This is an optimization exercise on Yosys and OpenROAD, whose aim is small area, a short achievable clock period and few clock cycles, not a production implementation. RTL that was checked went through simulation tests only; none was proved equivalent to the original.

==> flow/design.v (excerpt) <==
module mod_mult_m_23 (
  input  wire        clk,
  input  wire        rst,
  input  wire        in_valid,
  input  wire [22:0] input_data0,
  input  wire [22:0] input_data1,
  output wire        out_valid,
  output reg  [22:0] output_data
);
  reg [22:0] a_r;
  reg [4:0] valid_pipe;
  reg be2;
  reg be3;
  reg be4;
  wire p5;
  wire p6;
  wire p8;
  wire p10;
  wire p12;
  wire p14;
  wire p16;
  wire p18;
  wire p20;
  wire p22;
  wire p24;
  wire p26;
  wire p28;
  wire p30;
  wire p32;
  wire p34;
  wire p36;
  wire p38;
  wire p40;
  wire p42;
  wire p44;
  wire p46;
  wire p48;
  wire p50;
  reg be53;
  reg be54;
  reg be55;
  wire p56;
  wire p57;
  wire p59;
  wire p61;
  wire p63;
  wire p65;
  wire p67;
  wire p69;
  wire p71;
  wire p73;
  wire p75;
  wire p77;
  wire p79;
  wire p81;
  wire p83;
  wire p85;
  wire p87;
  wire p89;
  wire p91;
  wire p93;
  wire p95;
  wire p97;
  wire p99;
  wire p101;
  reg be104;
  reg be105;
  reg be106;
  wire p107;
  wire p108;
  wire p110;
  wire p112;
  wire p114;
  wire p116;
  wire p118;
  wire p120;
  wire p122;
  wire p124;
  wire p126;
  wire p128;
  wire p130;
  wire p132;
  wire p134;
  wire p136;
  wire p138;
  wire p140;
  wire p142;
  wire p144;
  wire p146;
  wire p148;
  wire p150;
  wire p152;
  reg be155;
  reg be156;
  reg be157;
  wire p158;
  wire p159;
  wire p161;
  wire p163;
  wire p165;
  wire p167;
  wire p169;
  wire p171;
  wire p173;
  wire p175;
  wire p177;
  ...
Settings: LEC_CHECK=0, CAP_MARGIN=5, CORE_MARGIN=2, CORE_UTILIZATION=50, GPL_ROUTABILITY_DRIVEN=0, SETUP_SLACK_MARGIN=4.4, SLEW_MARGIN=5, SYNTH_HIERARCHICAL=1; clock period 7.5 ns.
standard.sh (not shown) runs the stock make flow with config.mk's settings and CLKGATE_MAP_FILE= SYNTH_SCRIPT=/design/flow/synth_recipe.tcl, a recipe that flattens the netlist after the stock synthesis.
==> flow/flow/run.sh <==
#!/bin/bash
# Own flow: the standard synthesis, then every combinational cell set to its
# smallest drive strength (timing repair upsizes where the margin needs it), then
# the standard layout with port buffers of the smallest buffer cell.
set -euo pipefail
bash standard.sh synth > synth.log 2>&1
R=orfs/results/sky130hd/mod_mult_m_23/base
cp $R/1_2_yosys.v 1_2_yosys.orig.v
python3 flow/downsize.py $R/1_2_yosys.v $FLOW_HOME/platforms/sky130hd/lib/sky130_fd_sc_hd__tt_025C_1v80.lib > downsize.log 2>&1
rm -f $R/1_synth.odb $R/1_synth.sdc
bash standard.sh "BUFFER_PORTS_ARGS=-buffer_cell sky130_fd_sc_hd__buf_1" finish > layout.log 2>&1
==> flow/flow/downsize.py <==
#!/usr/bin/env python3
"""Set every combinational cell of the synthesized netlist to its smallest drive
strength (same function and pins); timing repair later upsizes where needed.
Flip-flops and other sequential cells are left as synthesis made them.
usage: downsize.py NETLIST LIBERTY"""
import re, sys
net, lib = sys.argv[1], sys.argv[2]
lt = open(lib).read()
cells = set(re.findall(r'cell\s*\(\s*"?(sky130_fd_sc_hd__\w+?)"?\s*\)', lt))
seq = set(m for m in cells if re.search(r'__(df|dl|sdf|edf|sdl|lpflow|clk|probe|conb|tap|fill|decap|diode)', m))
txt = open(net).read()
count = {}
def repl(m):
    base, drv = m.group(1), m.group(2)
    full = base + '_' + drv
    if full in seq or base + '_1' in seq:
        return m.group(0)
    for small in ('0', '1'):
        cand = base + '_' + small
        if cand in cells and cand != full and int(small) < int(drv):
            count[full + '->' + cand] = count.get(full + '->' + cand, 0) + 1
            return cand + m.group(3)
    return m.group(0)
txt2 = re.sub(r'\b(sky130_fd_sc_hd__[a-z0-9]+?)_(\d+)(\s+[\\\w])', repl, txt)
open(net, 'w').write(txt2)
for k, v in sorted(count.items()):
    print(v, k)
Testbench counts at the start, summed over its fixed seeds: cycles 24,040.
Rerun with:
--- a/flow/config.mk
+++ b/flow/config.mk
@@ -8 +8 @@
-export CAP_MARGIN = 5
+export CAP_MARGIN = 20
@@ -11,3 +11,2 @@
-export GPL_ROUTABILITY_DRIVEN = 0
-export SETUP_SLACK_MARGIN = 4.4
-export SLEW_MARGIN = 5
+export SETUP_SLACK_MARGIN = 4.2
+export SLEW_MARGIN = 20
Result: The changed run completed with no timing, DRC or antenna violations; worst hold slack barely changes; critical path depth stays the same; clock skew went up by 0.010 ns.
Rerun with:
--- a/flow/config.mk
+++ b/flow/config.mk
@@ -11 +11 @@
-export SETUP_SLACK_MARGIN = 4.2
+export SETUP_SLACK_MARGIN = 4.6
The new run produced a clean layout.
Worst hold slack stays flat.
Via count is higher by 6.7%.
Wire length rises by 16%.
Fmax rises by about 8%.
Rerun with:
--- a/flow/config.mk
+++ b/flow/config.mk
@@ -8 +8 @@
-export CAP_MARGIN = 20
+export CAP_MARGIN = 5
@@ -11,2 +11,3 @@
-export SETUP_SLACK_MARGIN = 4.6
-export SLEW_MARGIN = 20
+export CTS_BUF_LIST = sky130_fd_sc_hd__clkbuf_4 sky130_fd_sc_hd__clkbuf_8
+export SETUP_SLACK_MARGIN = 4.4
+export SLEW_MARGIN = 5
Result:
- register-to-register slack loses 0.14 ns
- routed wire length went down by about 13%
- sequential share of layout area went up by 1.3 points
- via count went down by about 5%
- synthesized cell count does not change
- die area is unchanged
Rerun with:
--- a/flow/config.mk
+++ b/flow/config.mk
@@ -8 +8 @@
-export CAP_MARGIN = 5
+export CAP_MARGIN = 20
@@ -10,2 +10 @@
-export CORE_UTILIZATION = 50
-export CTS_BUF_LIST = sky130_fd_sc_hd__clkbuf_4 sky130_fd_sc_hd__clkbuf_8
+export CORE_UTILIZATION = 55
@@ -13 +12 @@
-export SLEW_MARGIN = 5
+export SLEW_MARGIN = 20
Result: Final area hardly moves. Utilization increases by 5.4 points. Area after synthesis does not change. Worst setup slack gets better by 0.0071 ns. Sequential share of layout area barely changes. Non-clock buffer count is lower by 2. Via count went down by 1.7%. First-iteration DRC count decreases by 30%.

mod_mult_m_23, a different RTL version from the one above (not shown whole).
Size in the first run: about 270 flip-flops, roughly 73 I/O pins, ~22,000 µm² of cells after synthesis.
Settings: LEC_CHECK=0, CAP_MARGIN=20, CORE_MARGIN=2, CORE_UTILIZATION=50, CTS_BUF_LIST=sky130_fd_sc_hd__clkbuf_8, CTS_CLUSTER_SIZE=24, SETUP_SLACK_MARGIN=3.8, SLEW_MARGIN=20, SYNTH_HIERARCHICAL=1; clock period 7.5 ns.
run.sh (not shown) runs the stock make flow with config.mk's settings and CLKGATE_MAP_FILE= SYNTH_SCRIPT=/design/flow/synth_recipe.tcl, a recipe that flattens the netlist after the stock synthesis.
Stock flow here: none of the scripts above is used.
The starting point passed the timing, DRC and antenna checks.
Then changed:
Settings changed: CTS_BUF_LIST sky130_fd_sc_hd__clkbuf_8 to not set, CTS_CLUSTER_SIZE 24 to not set, SETUP_SLACK_MARGIN 3.8 to 4.6.
What happened: First-iteration DRC count came out higher by 48%. Synthesized cell count is unchanged. Wire length rises by 17%.
Then changed:
Settings changed: SETUP_SLACK_MARGIN 4.6 to 3.4.
What happened:
- fmax drops by 9.4%
- cell area falls by 13%
- first-iteration DRC count shrinks by 35%
- register-to-register slack gets worse by 0.37 ns
- worst hold slack stays flat
- non-clock buffer count went down by 193
- sequential share of layout area went up by 2.1 points
No functional check of the RTL was part of any run of this note.

job 8129:
Starting RTL as in the previous note.
Settings: LEC_CHECK=0, CAP_MARGIN=20, CORE_MARGIN=2, CORE_UTILIZATION=50, SETUP_SLACK_MARGIN=3.8, SLEW_MARGIN=20, SYNTH_HIERARCHICAL=1; clock period 7.5 ns.
standard.sh (not shown) runs the stock make flow with config.mk's settings and CLKGATE_MAP_FILE= SYNTH_SCRIPT=/design/flow/synth_recipe.tcl, a recipe that flattens the netlist after the stock synthesis.
==> flow/flow/run.sh <==
#!/bin/bash
# Own flow: the standard layout, with its scripts kept for inspection.
cp standard.sh standard.sh.txt 2>/dev/null
cp config.mk config.mk.txt 2>/dev/null
bash standard.sh > standard.log 2>&1
No stage failed in job 8129, and the final checks on the layout all came back clean.
Modified inputs, job 450 compared to job 8129
- swapping 3.8 for 4.2 in SETUP_SLACK_MARGIN
- swapping 50 for 55 in CORE_UTILIZATION
==> flow/run.sh (new file) <==
#!/bin/bash
# synth_recipe.tcl (not shown) runs the flow's synth.tcl, then flattens the netlist and writes it again
# the make line also repeats each setting of config.mk as NAME=value (left out here)
make -C /OpenROAD-flow-scripts/flow DESIGN_CONFIG=/design/flow/config.mk WORK_HOME=/design/flow/orfs CLKGATE_MAP_FILE= SYNTH_SCRIPT=/design/flow/synth_recipe.tcl finish
removed: flow/flow/run.sh
removed: flow/standard.sh
==> run notes <==
Having completed the whole flow, job 450 delivered a layout that passed the timing, DRC and antenna checks. Job 8129 finished every stage and its layout cleared the timing, DRC and antenna checks. The critical path launch point comes out be208$_DFF_P_ in one run and a_r[12]$_DFF_P_ in the other, namely in job 8129 and job 450 respectively. Job 450 vs. job 8129: number of cell rows decreased about 5%; clock network area share decreased by 0.35 points relative to the old numbers. Comparing job 8129 and job 450, the lower initial antenna violation count is on job 450. Going from job 8129 to job 450, vertical die dimension decreased 9.7 um; met3 global-route usage increased 4.5 points; met1 wire length decreased 760 um; non-filler instance count after layout increased about 0.4%; area of the die decreased 8.9%. When the final numbers for job 8129 and job 450 were put side by side, the wire length of the first global-routing pass turned out to be smaller in job 8129. For the cell count after placement, job 450 came in 77 lower than job 8129 did. Effective utilization at floorplan: job 450 > job 8129.
Setup changes, job 450 to job 3382
- changing SETUP_SLACK_MARGIN from 4.2 to 3.8
- changing CORE_UTILIZATION from 55 to 50
Findings:
Taking job 3382 over job 450, the routed length on met3 ratio works out to 0.66. Of job 450 and job 3382, the run reporting the lower area share of buffers outside the clock network was job 3382. Diff job 450 -> job 3382: design area saw a decrease; ratio of final minimum period to clock period saw an increase. Job 3382 drops fewer vias than job 450. Job 450 vs job 3382, capture point of the worst path: m1382$_DFF_P_ vs m1396$_DFF_P_. Diff job 450 -> job 3382: average wire per standard cell went down about 9%, core utilization shows a reduction of 10 points, wire length -7.0 mm.
Changes in job 5006 relative to job 3382:
==> flow/flow/run.sh (new file) <==
#!/bin/bash
# Own flow: the standard synthesis, then every combinational cell set to its
# smallest drive strength (timing repair upsizes where the margin needs it), then
# the standard layout with port buffers of the smallest buffer cell.
set -euo pipefail
bash standard.sh synth > synth.log 2>&1
R=orfs/results/sky130hd/mod_mult_m_23/base
cp $R/1_2_yosys.v 1_2_yosys.orig.v
python3 flow/downsize.py $R/1_2_yosys.v $FLOW_HOME/platforms/sky130hd/lib/sky130_fd_sc_hd__tt_025C_1v80.lib > downsize.log 2>&1
rm -f $R/1_synth.odb $R/1_synth.sdc
bash standard.sh "BUFFER_PORTS_ARGS=-buffer_cell sky130_fd_sc_hd__buf_1" finish > layout.log 2>&1
==> flow/flow/downsize.py (new file) <==
#!/usr/bin/env python3
"""Set every combinational cell of the synthesized netlist to its smallest drive
strength (same function and pins); timing repair later upsizes where needed.
Flip-flops and other sequential cells are left as synthesis made them.
usage: downsize.py NETLIST LIBERTY"""
import re, sys
net, lib = sys.argv[1], sys.argv[2]
lt = open(lib).read()
cells = set(re.findall(r'cell\s*\(\s*"?(sky130_fd_sc_hd__\w+?)"?\s*\)', lt))
seq = set(m for m in cells if re.search(r'__(df|dl|sdf|edf|sdl|lpflow|clk|probe|conb|tap|fill|decap|diode)', m))
txt = open(net).read()
count = {}
def repl(m):
    base, drv = m.group(1), m.group(2)
    full = base + '_' + drv
    if full in seq or base + '_1' in seq:
        return m.group(0)
    for small in ('0', '1'):
        cand = base + '_' + small
        if cand in cells and cand != full and int(small) < int(drv):
            count[full + '->' + cand] = count.get(full + '->' + cand, 0) + 1
            return cand + m.group(3)
    return m.group(0)
txt2 = re.sub(r'\b(sky130_fd_sc_hd__[a-z0-9]+?)_(\d+)(\s+[\\\w])', repl, txt)
open(net, 'w').write(txt2)
for k, v in sorted(count.items()):
    print(v, k)
==> flow/standard.sh (new file) <==
#!/bin/bash
# synth_recipe.tcl (not shown) runs the flow's synth.tcl, then flattens the netlist and writes it again
# the make line also repeats each setting of config.mk as NAME=value (left out here)
make -C /OpenROAD-flow-scripts/flow DESIGN_CONFIG=/design/flow/config.mk WORK_HOME=/design/flow/orfs CLKGATE_MAP_FILE= SYNTH_SCRIPT=/design/flow/synth_recipe.tcl "${@:-finish}"
removed: flow/run.sh
### Flow results
Job 5006 went all the way through synthesis, placement and routing and the layout is clean on timing, DRC and antenna. Diff job 3382 -> job 5006: buffer count from post-CTS setup fixing now sits lower, core box area went down. Wire length is lower on job 5006. Job 3382 vs job 5006, launch point of the critical path: be208$_DFF_P_ vs be3$_DFF_P_. Sort job 3382 and job 5006 by via count of the first global-routing pass, descending, and job 3382 comes first. When job 5006 is set beside job 3382, its horizontal die dimension turns out to be about 3% smaller. Job 5006 vs job 3382 — count of clock-buffer cells in the layout dropped 6.8%.
No functional check of the RTL was part of any run of this note.

exp/fjord:
mod_mult_m_23 with an RTL version that a note above also has.
For scale: about 1800 cells after synthesis, about 73 I/O pins.
Settings: LEC_CHECK=0, CAP_MARGIN=20, CORE_MARGIN=2, CORE_UTILIZATION=50, CTS_BUF_LIST=sky130_fd_sc_hd__clkbuf_4 sky130_fd_sc_hd__clkbuf_8, SETUP_SLACK_MARGIN=4.4, SLEW_MARGIN=20, SYNTH_HIERARCHICAL=1; clock period 7.5 ns.
==> flow/flow/run.sh <==
#!/bin/bash
# Own flow: the standard synthesis, then every combinational cell set to its
# smallest drive strength (timing repair upsizes where the margin needs it), then
# the standard layout with port buffers of the smallest buffer cell.
set -euo pipefail
bash standard.sh synth > synth.log 2>&1
R=orfs/results/sky130hd/mod_mult_m_23/base
cp $R/1_2_yosys.v 1_2_yosys.orig.v
python3 flow/downsize.py $R/1_2_yosys.v $FLOW_HOME/platforms/sky130hd/lib/sky130_fd_sc_hd__tt_025C_1v80.lib > downsize.log 2>&1
rm -f $R/1_synth.odb $R/1_synth.sdc
bash standard.sh "BUFFER_PORTS_ARGS=-buffer_cell sky130_fd_sc_hd__buf_1" finish > layout.log 2>&1
==> flow/flow/downsize.py <==
#!/usr/bin/env python3
"""Set every combinational cell of the synthesized netlist to its smallest drive
strength (same function and pins); timing repair later upsizes where needed.
Flip-flops and other sequential cells are left as synthesis made them.
usage: downsize.py NETLIST LIBERTY"""
import re, sys
net, lib = sys.argv[1], sys.argv[2]
lt = open(lib).read()
cells = set(re.findall(r'cell\s*\(\s*"?(sky130_fd_sc_hd__\w+?)"?\s*\)', lt))
seq = set(m for m in cells if re.search(r'__(df|dl|sdf|edf|sdl|lpflow|clk|probe|conb|tap|fill|decap|diode)', m))
txt = open(net).read()
count = {}
def repl(m):
    base, drv = m.group(1), m.group(2)
    full = base + '_' + drv
    if full in seq or base + '_1' in seq:
        return m.group(0)
    for small in ('0', '1'):
        cand = base + '_' + small
        if cand in cells and cand != full and int(small) < int(drv):
            count[full + '->' + cand] = count.get(full + '->' + cand, 0) + 1
            return cand + m.group(3)
    return m.group(0)
txt2 = re.sub(r'\b(sky130_fd_sc_hd__[a-z0-9]+?)_(\d+)(\s+[\\\w])', repl, txt)
open(net, 'w').write(txt2)
for k, v in sorted(count.items()):
    print(v, k)
exp/fjord closes out successfully: all stages finished, all timing, DRC and antenna checks passed.
Testbench counts of exp/fjord, summed over its fixed seeds: cycles 24,040.
The inputs of exp/xenon differ from those of exp/fjord as listed below.
- CTS_BUF_LIST no longer set, was sky130_fd_sc_hd__clkbuf_4 sky130_fd_sc_hd__clkbuf_8
--- outcome ---
exp/xenon vs exp/fjord — count of plain and timing-repair buffers in the layout dropped slightly
On exp/xenon: clock-buffer cell count is 28 lower than what exp/fjord gave.
Looking at required time at the endpoint of the critical path across exp/xenon and exp/fjord, the one that comes out lower is exp/xenon.
The run showing the smaller maximum single-stage delay on the critical path is exp/fjord.
Compared with exp/fjord, exp/xenon shows a wire length per cell that is 0.12 um higher.
Per the comparison of exp/xenon with exp/fjord, design area ~0 delta; number of buffers added by the clock tree synthesis step shrank by 28%.
Between exp/xenon and exp/fjord, clock period minus worst slack is lower for exp/fjord, exp/xenon comes in above that.
Setup changes, exp/xenon to exp/tundra
- changing CORE_UTILIZATION from 50 to 45
## What came out
Higher delay of the slowest cell on the worst path goes to exp/tundra over exp/xenon. Final cycle utilization of the critical path was higher in exp/tundra than in exp/xenon. exp/tundra does better than exp/xenon on global-route wire length before repair.
Here is what was changed in the inputs of exp/sierra compared with exp/tundra.
- a change of CAP_MARGIN from 20 to 5
- a change of SLEW_MARGIN from 20 to 5
- a change of CORE_UTILIZATION from 45 to 50
## What came out
Against exp/tundra, count of fill cells added during filler insertion in exp/sierra fell by more than 10%. Changes observed in exp/sierra relative to exp/tundra: first-pass GRT wire length rose by about 0.8%, number of vias per cell now larger. When exp/sierra is set beside exp/tundra, its shortest period the worst path allows turns out to be 0.012 ns smaller. For sequential cell area, exp/tundra and exp/sierra come out practically identical. Overall routed net length: exp/sierra worse than exp/tundra. Higher maximum fanout along the worst path was reported by exp/sierra, not exp/tundra.

-- static timing again, ports no longer ideal --
The results above use ideal ports. As a check the final layouts listed here were re-extracted and re-timed, cells and wires unchanged.
Step 1 (the two cells are an assumption about what drives the block):
set clk [get_ports {clk}]
set_driving_cell -lib_cell sky130_fd_sc_hd__clkbuf_16 $clk
set_driving_cell -lib_cell sky130_fd_sc_hd__buf_2 [delete_from_list [all_inputs] $clk]
Step 2 also shifts input and output timing later by t, the mid clock arrival at the registers, as if the neighbouring blocks saw the same clock.
a / b / c = ideal ports / drivers / drivers and shift; a / b = the first two.
run	shift t [ns]	setup slack, ns	slew at the worst register clock pin (ns)	cell pins on the clock port's net
the first run of note 1	0.597	4.458 / 4.458 / 4.458	0.06 / 0.06	1
the second run of note 1	0.605	4.354 / 4.354 / 4.354	0.06 / 0.06	1
the third run of note 1	0.618	4.576 / 4.576 / 4.576	0.07 / 0.07	1
the fourth run of note 1	0.690	4.437 / 4.437 / 4.437	0.07 / 0.07	1
the fifth run of note 1	0.599	4.445 / 4.445 / 4.445	0.07 / 0.07	1
the first run of note 2	0.690	3.852 / 3.852 / 3.852	0.07 / 0.07	1
the second run of note 2	0.661	3.905 / 3.905 / 3.905	0.07 / 0.07	1
the third run of note 2	0.640	3.531 / 3.531 / 3.531	0.06 / 0.06	1
job 8129	0.661	3.848 / 3.848 / 3.848	0.07 / 0.07	1
job 450	0.650	3.916 / 3.916 / 3.916	0.07 / 0.07	1
job 3382	0.661	3.848 / 3.848 / 3.848	0.07 / 0.07	1
job 5006	0.648	3.883 / 3.883 / 3.883	0.06 / 0.06	1
exp/fjord	0.692	4.464 / 4.464 / 4.464	0.07 / 0.07	1
exp/xenon	0.601	4.446 / 4.446 / 4.446	0.06 / 0.06	1
exp/tundra	0.599	4.429 / 4.429 / 4.429	0.06 / 0.06	1
exp/sierra	0.599	4.441 / 4.441 / 4.441	0.07 / 0.07	1
After both steps every run listed still meets setup and hold.
